Context: an optimization exercise on an open-source flow, tuned for small area. The choices shown serve that exercise and are no tape-out recipe.
At most, simulation tests tie the RTL to the original design; equivalence was not proved.
Power is estimated from default activity; no workload was simulated.

==> inputs of v2 <==
==> flow/design.v (excerpt) <==
module rally_de1 (
    input CLOCK_50,
    input reset,
    input [3:0] KEY,
    input [9:0] SW,
    output VGA_CLK,
    output VGA_HS,
    output VGA_VS,
    output VGA_BLANK_N,
    output VGA_SYNC_N,
    output [7:0] VGA_R,
    output [7:0] VGA_G,
    output [7:0] VGA_B
);
    wire clk = CLOCK_50;
    reg vga_clk;
    reg [9:0] xPixel, yPixel;
    always @(posedge clk) begin
        if (reset) begin
            vga_clk <= 1'b0;
            xPixel <= 10'd0;
            yPixel <= 10'd0;
        end else begin
            vga_clk <= ~vga_clk;
            if (!vga_clk) begin
                if (xPixel[9] & xPixel[8] & (&xPixel[4:0])) begin
                    xPixel <= 10'd0;
                    yPixel <= (yPixel[9] & yPixel[3] & yPixel[2]) ? 10'd0 : yPixel + 10'd1;
                end else
                    xPixel <= xPixel + 10'd1;
            end
        end
    end
    wire active = (xPixel <= 10'd639) && (yPixel <= 10'd479);
    assign VGA_CLK = vga_clk;
    assign VGA_HS = ~((xPixel >= 10'd655) && (xPixel < 10'd751));
    assign VGA_VS = ~((yPixel >= 10'd489) && (yPixel < 10'd491));
    assign VGA_BLANK_N = active;
    assign VGA_SYNC_N = 1'b1;
    localparam S_IDLE = 2'b00, S_PLAY = 2'b01, S_WIN = 2'b10, S_LOSE = 2'b11;
    reg [1:0] S;
    wire any_sw = SW[0] | SW[1] | SW[2];
    wire [1:0] L = {~SW[0] & (SW[1] | SW[2]), SW[0] | (~SW[1] & SW[2])};
    wire play = (S == S_PLAY);
    wire all_flags;
    wire time_out;
    always @(posedge clk) begin
        if (reset) S <= S_IDLE;
        else if (!any_sw) S <= S_IDLE;
  ...
Settings: LEC_CHECK=0, CAP_MARGIN=20, CORE_MARGIN=2, CORE_UTILIZATION=40, GPL_TIMING_DRIVEN=0, SLEW_MARGIN=20; clock period 20.0 ns.
standard.sh (not shown) runs the stock make flow with config.mk's settings and CLKGATE_MAP_FILE= SYNTH_SCRIPT=/design/flow/synth_recipe.tcl, a recipe that flattens the netlist after the stock synthesis.
==> flow/flow/run.sh <==
#!/bin/bash
# Layout flow: the standard synthesis; then its combinational logic re-mapped
# for area by ABC in six runs with different seeds (flow/reopt.sh; the
# flip-flops stay the cells and names the standard synthesis gave them, and
# each result is proven equal to the standard netlist); the smallest proven
# netlist replaces the standard one; then the standard flow from floorplan
# to finish, with a leaner clock tree. Each tool writes its full output to a log of its own here.
set -uo pipefail
R=orfs/results/$FLOW_PLATFORM/rally_de1/base
bash standard.sh synth > 1_standard_synth.log 2>&1 || exit 1
cp $R/1_2_yosys.v std_synth.v
for s in 1 2 3 4 5 6; do
  mkdir -p reopt_$s
  sed "s/@T@/${REOPT_SECONDS:-3000}/; s/@S@/$s/" flow/area.abc.in > reopt_$s/area.abc
  ( cd reopt_$s && bash ../flow/reopt.sh ../std_synth.v reopt.v area.abc > reopt.log 2>&1 ) &
done
wait
best=""; best_area=""
for s in 1 2 3 4 5 6; do
  a=$(tail -1 reopt_$s/reopt.log)
  if grep -q SUCCESS reopt_$s/reopt_eq_yosys.log 2>/dev/null && [[ $a =~ ^[0-9.]+$ ]]; then
    if [[ -z $best ]] || awk "BEGIN{exit !($a < $best_area)}"; then best=$s; best_area=$a; fi
  fi
done
echo "best re-mapping: ${best:-none} ${best_area}" > 1_reopt_choice.log
if [[ -n $best ]]; then
  cp reopt_$best/reopt.v $R/1_2_yosys.v
  rm -f $R/1_synth.odb $R/1_synth.sdc
fi
# Clock tree: no dummy loads, clkbuf_8 buffers. Port buffers: buf_1.
bash standard.sh CTS_ARGS="-sink_clustering_enable -repair_clock_nets -dont_use_dummy_load -buf_list sky130_fd_sc_hd__clkbuf_8" BUFFER_PORTS_ARGS="-buffer_cell sky130_fd_sc_hd__buf_1" finish > 2_standard_finish.log 2>&1
Other scripts of this flow, unchanged in this note and not shown: flow/flow/area.abc.in, flow/flow/cut.py, flow/flow/dont_use.txt, flow/flow/reopt.sh
==> inputs of v28, as changes to v2 <==
--- a/flow/design.v
+++ b/flow/design.v
@@ -189,31 +189,30 @@
                 (x >= 425 && x <= 450 && y >= 235 && y <= 240) || (x >= 425 && x <= 455 && y >= 260)) title = 1'b1;
             if ((x >= 477 && x <= 482) || (x >= 470 && x <= 482 && y <= 220) ||
                 (x >= 465 && x <= 495 && y >= 260)) title = 1'b1;
         end
     end
     wire gauge = x[9] & (y >= 10'd416);
-    wire [6:0] fx = x[6:0];
-    wire [5:0] fr = {~y[5], y[4:0]};
-    wire bar = (fr >= 6'd32 && fr <= 6'd52) && fx >= 7'd16 && fx < fuel16;
-    wire red_tick = (fr >= 6'd26 && fr <= 6'd30) &&
+    wire [6:0] fx = x[6:0];    
+    wire bar = (y >= 448 && y <= 468) && fx >= 7'd16 && fx < fuel16;
+    wire red_tick = (y >= 442 && y <= 446) &&
         ((fx >= 16 && fx <= 18) || (fx >= 63 && fx <= 65) || (fx >= 110 && fx <= 112));
-    wire yel_tick = (fr >= 6'd28 && fr <= 6'd30) &&
+    wire yel_tick = (y >= 444 && y <= 446) &&
         ((fx >= 28 && fx <= 30) || (fx >= 40 && fx <= 42) || (fx >= 52 && fx <= 54) ||
          (fx >= 76 && fx <= 78) || (fx >= 88 && fx <= 90) || (fx >= 100 && fx <= 102));
     reg fuel_txt;
     always @(*) begin
         fuel_txt = 1'b0;
-        if (fr >= 6'd4 && fr <= 6'd19) begin
-            if ((fx >= 35 && fx <= 37) || (fx >= 35 && fx <= 45 && fr <= 6) ||
-                (fx >= 35 && fx <= 43 && fr >= 10 && fr <= 12)) fuel_txt = 1'b1;
-            if ((fx >= 50 && fx <= 52) || (fx >= 58 && fx <= 60) ||
-                (fx >= 50 && fx <= 60 && fr >= 17)) fuel_txt = 1'b1;
-            if ((fx >= 68 && fx <= 70) || (fx >= 68 && fx <= 78 && (fr <= 6 || fr >= 17)) ||
-                (fx >= 68 && fx <= 76 && fr >= 10 && fr <= 12)) fuel_txt = 1'b1;
-            if ((fx >= 83 && fx <= 85) || (fx >= 83 && fx <= 93 && fr >= 17)) fuel_txt = 1'b1;
+        if (y >= 420 && y <= 435) begin
+            if ((x >= 547 && x <= 549) || (x >= 547 && x <= 557 && y <= 422) ||
+                (x >= 547 && x <= 555 && y >= 426 && y <= 428)) fuel_txt = 1'b1;
+            if ((x >= 562 && x <= 564) || (x >= 570 && x <= 572) ||
+                (x >= 562 && x <= 572 && y >= 433)) fuel_txt = 1'b1;
+            if ((x >= 580 && x <= 582) || (x >= 580 && x <= 590 && (y <= 422 || y >= 433)) ||
+                (x >= 580 && x <= 588 && y >= 426 && y <= 428)) fuel_txt = 1'b1;
+            if ((x >= 595 && x <= 597) || (x >= 595 && x <= 605 && y >= 433)) fuel_txt = 1'b1;
         end
     end
     wire [9:0] dx = x - px;
     wire [9:0] dy = y - {1'b0, pq};
     wire player = (dx[9:5] == 5'd0) && (dy[9:5] == 5'd1);
     wire pix_wall;
--- a/flow/flow/run.sh
+++ b/flow/flow/run.sh
@@ -1,25 +1,25 @@
 #!/bin/bash
 # Layout flow: the standard synthesis; then its combinational logic re-mapped
-# for area by ABC in six runs with different seeds (flow/reopt.sh; the
+# for area by ABC in four runs with different seeds (flow/reopt.sh; the
 # flip-flops stay the cells and names the standard synthesis gave them, and
 # each result is proven equal to the standard netlist); the smallest proven
 # netlist replaces the standard one; then the standard flow from floorplan
 # to finish, with a leaner clock tree. Each tool writes its full output to a log of its own here.
 set -uo pipefail
 R=orfs/results/$FLOW_PLATFORM/rally_de1/base
 bash standard.sh synth > 1_standard_synth.log 2>&1 || exit 1
 cp $R/1_2_yosys.v std_synth.v
-for s in 1 2 3 4 5 6; do
+for s in 1 2 3 4; do
   mkdir -p reopt_$s
-  sed "s/@T@/${REOPT_SECONDS:-3000}/; s/@S@/$s/" flow/area.abc.in > reopt_$s/area.abc
+  sed "s/@T@/${REOPT_SECONDS:-1800}/; s/@S@/$s/" flow/area.abc.in > reopt_$s/area.abc
   ( cd reopt_$s && bash ../flow/reopt.sh ../std_synth.v reopt.v area.abc > reopt.log 2>&1 ) &
 done
 wait
 best=""; best_area=""
-for s in 1 2 3 4 5 6; do
+for s in 1 2 3 4; do
   a=$(tail -1 reopt_$s/reopt.log)
   if grep -q SUCCESS reopt_$s/reopt_eq_yosys.log 2>/dev/null && [[ $a =~ ^[0-9.]+$ ]]; then
     if [[ -z $best ]] || awk "BEGIN{exit !($a < $best_area)}"; then best=$s; best_area=$a; fi
   fi
 done
 echo "best re-mapping: ${best:-none} ${best_area}" > 1_reopt_choice.log
==> comparison table <==
Status: v28 timing/DRC/antenna clean; v2 timing/DRC/antenna clean
HPWL after DPL: v28 13.5 mm; v2 13.7 mm
Routed met3 length: v28 1.71 mm; v2 1.43 mm
Worst stage delay on the critical path: v28 0.95 ns; v2 0.90 ns
Maximum vdd ir drop: v28 0.0413 mV; v2 0.0348 mV
Final GP Congestion: v28 0.976; v2 0.918
Vias in the first global route: v28 5812; v2 5681
Layout-stage area growth over the synthesis result: v28 9.21%; v2 9.64%
Total Die Area: v28 0.0139 mm^2; v2 0.0137 mm^2
Cell with the biggest individual delay on the critical path: v28 sky130_fd_sc_hd__nor3_1; v2 sky130_fd_sc_hd__o311ai_0
Transition time at the pin with the least slew margin: v28 1.11 ns; v2 0.911 ns
Clock transition at path regs: v28 0.08 ns; v2 0.10 ns
P_leak: v28 1.76 nW; v2 1.70 nW
Share of the final layout cell area in multi-input gates: v28 57.2%; v2 56.3%
Final critical path time including I/O delays and setup: v28 12.62 ns; v2 12.76 ns
CP endpoint: v28 VGA_R[5]; v2 VGA_R[4]
Met2 global-route usage: v28 41.1%; v2 47.0%
Post-route worst hold slack: v28 0.427 ns; v2 0.426 ns
Fraction of power consumed by combinational cells: v28 10.1%; v2 8.0%
Instance area at placement: v28 0.00552 mm^2; v2 0.00550 mm^2

* * *

==> v18: inputs <==
rally_de1, a different RTL version from the one above (not shown whole).
==> flow/config.mk <==
export PLATFORM = sky130hd
export DESIGN_NAME = rally_de1
export DESIGN_NICKNAME = rally_de1
export VERILOG_FILES = /design/flow/design.v
export SDC_FILE = /design/flow/constraint.sdc
export NUM_CORES = 4
export LEC_CHECK = 0
export CAP_MARGIN = 20
export CORE_MARGIN = 2
export CORE_UTILIZATION = 40
export CTS_BUF_LIST = sky130_fd_sc_hd__clkbuf_4 sky130_fd_sc_hd__clkbuf_8
export GPL_TIMING_DRIVEN = 0
export SLEW_MARGIN = 20
==> flow/constraint.sdc <==
create_clock -name core_clock -period 20.0 [get_ports {CLOCK_50}]
set_input_delay 4.0000 -clock core_clock [delete_from_list [all_inputs] [get_ports {CLOCK_50}]]
set_output_delay 4.0000 -clock core_clock [all_outputs]
set_load 0.01 [all_outputs]
==> flow/flow/run.sh <==
#!/bin/bash
# Layout flow: the standard synthesis; then its combinational logic re-mapped
# for area by ABC in four runs with different seeds (flow/reopt.sh; the
# flip-flops stay the cells and names the standard synthesis gave them, and
# each result is proven equal to the standard netlist); the smallest proven
# netlist replaces the standard one; then the standard flow from floorplan
# to finish. Each tool writes its full output to a log of its own here.
set -uo pipefail
R=orfs/results/$FLOW_PLATFORM/rally_de1/base
bash standard.sh synth > 1_standard_synth.log 2>&1 || exit 1
cp $R/1_2_yosys.v std_synth.v
for s in 1 2 3 4; do
  mkdir -p reopt_$s
  sed "s/@T@/${REOPT_SECONDS:-400}/; s/@S@/$s/" flow/area.abc.in > reopt_$s/area.abc
  ( cd reopt_$s && bash ../flow/reopt.sh ../std_synth.v reopt.v area.abc > reopt.log 2>&1 ) &
done
wait
best=""; best_area=""
for s in 1 2 3 4; do
  a=$(tail -1 reopt_$s/reopt.log)
  if grep -q SUCCESS reopt_$s/reopt_eq_yosys.log 2>/dev/null && [[ $a =~ ^[0-9.]+$ ]]; then
    if [[ -z $best ]] || awk "BEGIN{exit !($a < $best_area)}"; then best=$s; best_area=$a; fi
  fi
done
echo "best re-mapping: ${best:-none} ${best_area}" > 1_reopt_choice.log
if [[ -n $best ]]; then
  cp reopt_$best/reopt.v $R/1_2_yosys.v
  rm -f $R/1_synth.odb $R/1_synth.sdc
fi
bash standard.sh finish > 2_standard_finish.log 2>&1
==> flow/flow/area.abc.in <==
strash
&get -n; &st; &deepsyn -T @T@ -S @S@; &put
strash; dch -f
&get -n; &st; &dch -f; &nf -R 1000 -a; &put
topo; dnsize
==> flow/flow/cut.py <==
# cut.py IN OUT: turn every flip-flop instance into cut points: Q from an input
# port ffq_<n>, D (and DE) to output ports ffd_<n>/ffe_<n>; n from the instance name.
import re, sys
s = re.sub(r'\(\*.*?\*\)', '', open(sys.argv[1]).read())
pat = re.compile(r'\s*sky130_fd_sc_hd__(e?dfxtp_\d)\s+(\S+)\s*\((.*?)\);', re.S)
ports = []; assigns = []
def key(n):
    return re.sub(r'[^A-Za-z0-9]', '_', n)
def rep(m):
    name = key(m.group(2)); pins = dict(re.findall(r'\.(\w+)\(\s*(.*?)\s*\)', m.group(3), re.S))
    ports.append(('input', 'ffq_' + name)); assigns.append('assign %s = ffq_%s ;' % (pins['Q'], name))
    ports.append(('output', 'ffd_' + name)); assigns.append('assign ffd_%s = %s ;' % (name, pins['D']))
    if 'DE' in pins:
        ports.append(('output', 'ffe_' + name)); assigns.append('assign ffe_%s = %s ;' % (name, pins['DE']))
    return '\n'
s = pat.sub(rep, s)
m = re.search(r'module\s+(\w+)\s*\((.*?)\);', s, re.S)
plist = m.group(2) + ''.join(', ' + p for _, p in ports)
decl = ''.join('  %s %s;\n' % (d, p) for d, p in ports)
s = s[:m.start()] + 'module %s(%s);\n' % (m.group(1), plist) + decl + s[m.end():]
s = s.replace('endmodule', '\n'.join(assigns) + '\nendmodule', 1)
open(sys.argv[2], 'w').write(s)
==> flow/flow/reopt.sh <==
#!/bin/bash
# reopt.sh IN.v OUT.v SCRIPT.abc: re-map the combinational cells of the netlist
# IN.v with the ABC script SCRIPT.abc, keeping every flip-flop instance as it is,
# then prove the new netlist's logic between the flip-flops equal to IN.v's with
# a SAT miter (flip-flops cut into ports by cut.py) and check that the
# flip-flop instances and cell types are unchanged. Exits non-zero on failure.
# Runs in the current folder; prints the new netlist's cell area last.
set -euo pipefail
IN=$1; OUT=$2; SCRIPT=$3
LIB=$FLOW_HOME/platforms/sky130hd/lib/sky130_fd_sc_hd__tt_025C_1v80.lib
D=$(cd "$(dirname "$0")" && pwd)
FFS=$(grep -o 'sky130_fd_sc_hd__[a-z]*df[a-z]*_[0-9]*' "$IN" | sort -u | tr '\n' ' ')
DONT=$(sed 's/^/-dont_use sky130_fd_sc_hd__/' "$D/dont_use.txt" | tr '\n' ' ')
cat > reopt.ys <<EOS
read_liberty -ignore_miss_func $LIB
read_verilog $IN
hierarchy -top rally_de1
blackbox $FFS
flatten -noscopeinfo
opt -full
abc -liberty $LIB -script $SCRIPT $DONT
opt_clean -purge
hilomap -singleton -hicell sky130_fd_sc_hd__conb_1 HI -locell sky130_fd_sc_hd__conb_1 LO
stat -liberty $LIB
write_verilog -noattr -noexpr $OUT
EOS
yosys -l reopt_yosys.log -q reopt.ys > /dev/null
python3 "$D/cut.py" "$IN" reopt_gold_cut.v
python3 "$D/cut.py" "$OUT" reopt_gate_cut.v
cat > reopt_eq.ys <<EOS
read_liberty -ignore_miss_func $LIB
read_verilog reopt_gold_cut.v
rename rally_de1 gold
read_verilog reopt_gate_cut.v
rename rally_de1 gate
flatten
miter -equiv -flatten -make_assert gold gate miter
hierarchy -top miter
sat -verify -prove-asserts
EOS
yosys -l reopt_eq_yosys.log -q reopt_eq.ys > /dev/null
grep -q "SUCCESS" reopt_eq_yosys.log
diff <(grep -o 'sky130_fd_sc_hd__[a-z]*df[a-z]*_[0-9]* *[^ ]*' "$IN" | sort) \
     <(grep -o 'sky130_fd_sc_hd__[a-z]*df[a-z]*_[0-9]* *[^ ]*' "$OUT" | sort)
grep 'Chip area' reopt_yosys.log | awk '{print $NF}'
Other scripts of this flow, unchanged in this note and not shown: flow/flow/dont_use.txt
==> v3 (differences from v18) <==
==> flow/flow/run.sh (replaced) <==
#!/bin/bash
# Layout flow: the standard synthesis, then its combinational logic re-mapped
# for area (flow/reopt.sh; the registers stay the cells and names the standard
# synthesis gave them), then the standard flow from floorplan to finish.
# Each tool writes its full output to a log of its own here.
set -euo pipefail
R=orfs/results/$FLOW_PLATFORM/rally_de1/base
bash standard.sh synth > 1_standard_synth.log 2>&1
cp $R/1_2_yosys.v std_synth.v
if bash flow/reopt.sh std_synth.v reopt.v > 1_reopt.log 2>&1; then
  cp reopt.v $R/1_2_yosys.v
  rm -f $R/1_synth.odb $R/1_synth.sdc
else
  echo "re-mapping failed or not proven equivalent: keeping the standard netlist" >> 1_reopt.log
fi
bash standard.sh finish > 2_standard_finish.log 2>&1
==> flow/flow/area.abc (new file) <==
strash
dch -f
balance; rewrite; refactor; balance; rewrite; rewrite -z; balance; refactor -z; rewrite -z; balance
&get -n; &dch -f; &if -K 6; &st; &syn2; &dch -f; &if -K 4; &st; &put
strash; dch -f; balance; rewrite; refactor; balance; rewrite; rewrite -z; balance; refactor -z; rewrite -z; balance; dc2
dch -f
amap
&get -n; &st; &dch -f; &nf -R 1000; &put
topo; dnsize
--- a/flow/flow/cut.py
+++ b/flow/flow/cut.py
@@ -1,7 +1,7 @@
 # cut.py IN OUT: turn every flip-flop instance into cut points: Q from an input
 # port ffq_<n>, D (and DE) to output ports ffd_<n>/ffe_<n>; n from the instance name.
 import re, sys
-s = re.sub(r'\(\*.*?\*\)', '', open(sys.argv[1]).read())
+s = open(sys.argv[1]).read()
 pat = re.compile(r'\s*sky130_fd_sc_hd__(e?dfxtp_\d)\s+(\S+)\s*\((.*?)\);', re.S)
 ports = []; assigns = []
 def key(n):
==> flow/flow/reopt.sh (replaced) <==
#!/bin/bash
# reopt.sh IN.v OUT.v: re-map the combinational cells of the netlist IN.v with
# ABC (flow/area.abc), keeping every flip-flop instance as it is, then prove
# the new netlist's logic between the flip-flops equal to IN.v's with a SAT
# miter (flip-flops cut into ports by flow/cut.py). Exits non-zero on failure.
set -euo pipefail
IN=$1; OUT=$2
LIB=$FLOW_HOME/platforms/sky130hd/lib/sky130_fd_sc_hd__tt_025C_1v80.lib
D=$(dirname "$0")
FFS=$(grep -o 'sky130_fd_sc_hd__e\?dfxtp_[0-9]' "$IN" | sort -u | tr '\n' ' ')
DONT=$(sed 's/^/-dont_use sky130_fd_sc_hd__/' "$D/dont_use.txt" | tr '\n' ' ')
cat > reopt.ys <<EOS
read_liberty -ignore_miss_func $LIB
read_verilog $IN
hierarchy -top rally_de1
blackbox $FFS
flatten -noscopeinfo
opt -full
abc -liberty $LIB -script $D/area.abc $DONT
opt_clean -purge
hilomap -singleton -hicell sky130_fd_sc_hd__conb_1 HI -locell sky130_fd_sc_hd__conb_1 LO
stat -liberty $LIB
write_verilog -noattr -noexpr $OUT
EOS
yosys -l reopt_yosys.log -q reopt.ys
python3 "$D/cut.py" "$IN" reopt_gold_cut.v
python3 "$D/cut.py" "$OUT" reopt_gate_cut.v
cat > reopt_eq.ys <<EOS
read_liberty -ignore_miss_func $LIB
read_verilog reopt_gold_cut.v
rename rally_de1 gold
read_verilog reopt_gate_cut.v
rename rally_de1 gate
flatten
miter -equiv -flatten -make_assert gold gate miter
hierarchy -top miter
sat -verify -prove-asserts
EOS
yosys -l reopt_eq_yosys.log -q reopt_eq.ys
grep -q "SUCCESS" reopt_eq_yosys.log
# same flip-flop instances, same cell types
diff <(grep -o 'sky130_fd_sc_hd__e\?dfxtp_[0-9] *[^ ]*' "$IN" | sort) <(grep -o 'sky130_fd_sc_hd__e\?dfxtp_[0-9] *[^ ]*' "$OUT" | sort)
CTS_BUF_LIST = default   (was sky130_fd_sc_hd__clkbuf_4 sky130_fd_sc_hd__clkbuf_8)
GPL_TIMING_DRIVEN = default   (was 0)
removed: flow/flow/area.abc.in
==> comparison table <==
item	v18	v3
Status	finished clean	finished clean
Setup skew after layout	17.5 ps	15.4 ps
Placed Area	0.00653 mm2	0.00748 mm2
Setup slack of the critical path after layout	6010 ps	7660 ps
Non-Clock Inverter Count	35	27
Routed wire length per instance	17.5 um	18.9 um
Clock-pin transition on the worst setup and hold timing paths	80 ps	70 ps
Maximum fanout encountered on the critical timing path	10	7
Highest Clock Rate	71.5 MHz	81.0 MHz
Crit path buf inv count	2	6
Routed met1 length	8.68 mm	10.4 mm
Final hold slack	463 ps	462 ps
Power Combinational	0.0269 mW	0.0379 mW
Least-Margin Pin Slew	1050 ps	932 ps
Number of placement rows	44	47
No run of this note included a check of the RTL's function; only the layout flow was run.

## what the ideal ports hide
How much do the figures lean on ideal ports? The routed layouts below were timed once more, with nothing changed but the port constraints. Step 1 sets driving cells, clkbuf_16 on the clock port and buf_2 on the other inputs (assumed; they add their load-dependent delay and slew). Step 2 adds t to the input delays and takes it off the output delays; t is the mean of the earliest and latest rising clock arrival at the registers after step 1. Input paths then give back, and output paths get back, about the clock's delay inside the block. Slacks: ideal ports / drivers / drivers and shift; pairs: ideal ports / drivers.
run | t, ns | setup WS [ns] | hold WS [ns] | worst setup path after step 2 | worst slew at a driven data input, ns
v2 | 0.384 | 7.243 / 7.223 / 7.223 | 0.426 / 0.426 / 0.426 | input to output | 0.03
v28 | 0.381 | 7.385 / 7.366 / 7.366 | 0.427 / 0.427 / 0.427 | input to output | 0.03
v18 | 0.424 | 6.007 / 5.983 / 5.983 | 0.463 / 0.463 / 0.463 | input to output | 0.03
v3 | 0.401 | 7.658 / 7.632 / 7.632 | 0.462 / 0.462 / 0.462 | input to output | 0.03
After both steps every run listed still meets setup and hold. The setup slack of v3, which loses most, moves by -0.026 ns with the drivers and by -0.026 ns with both steps.
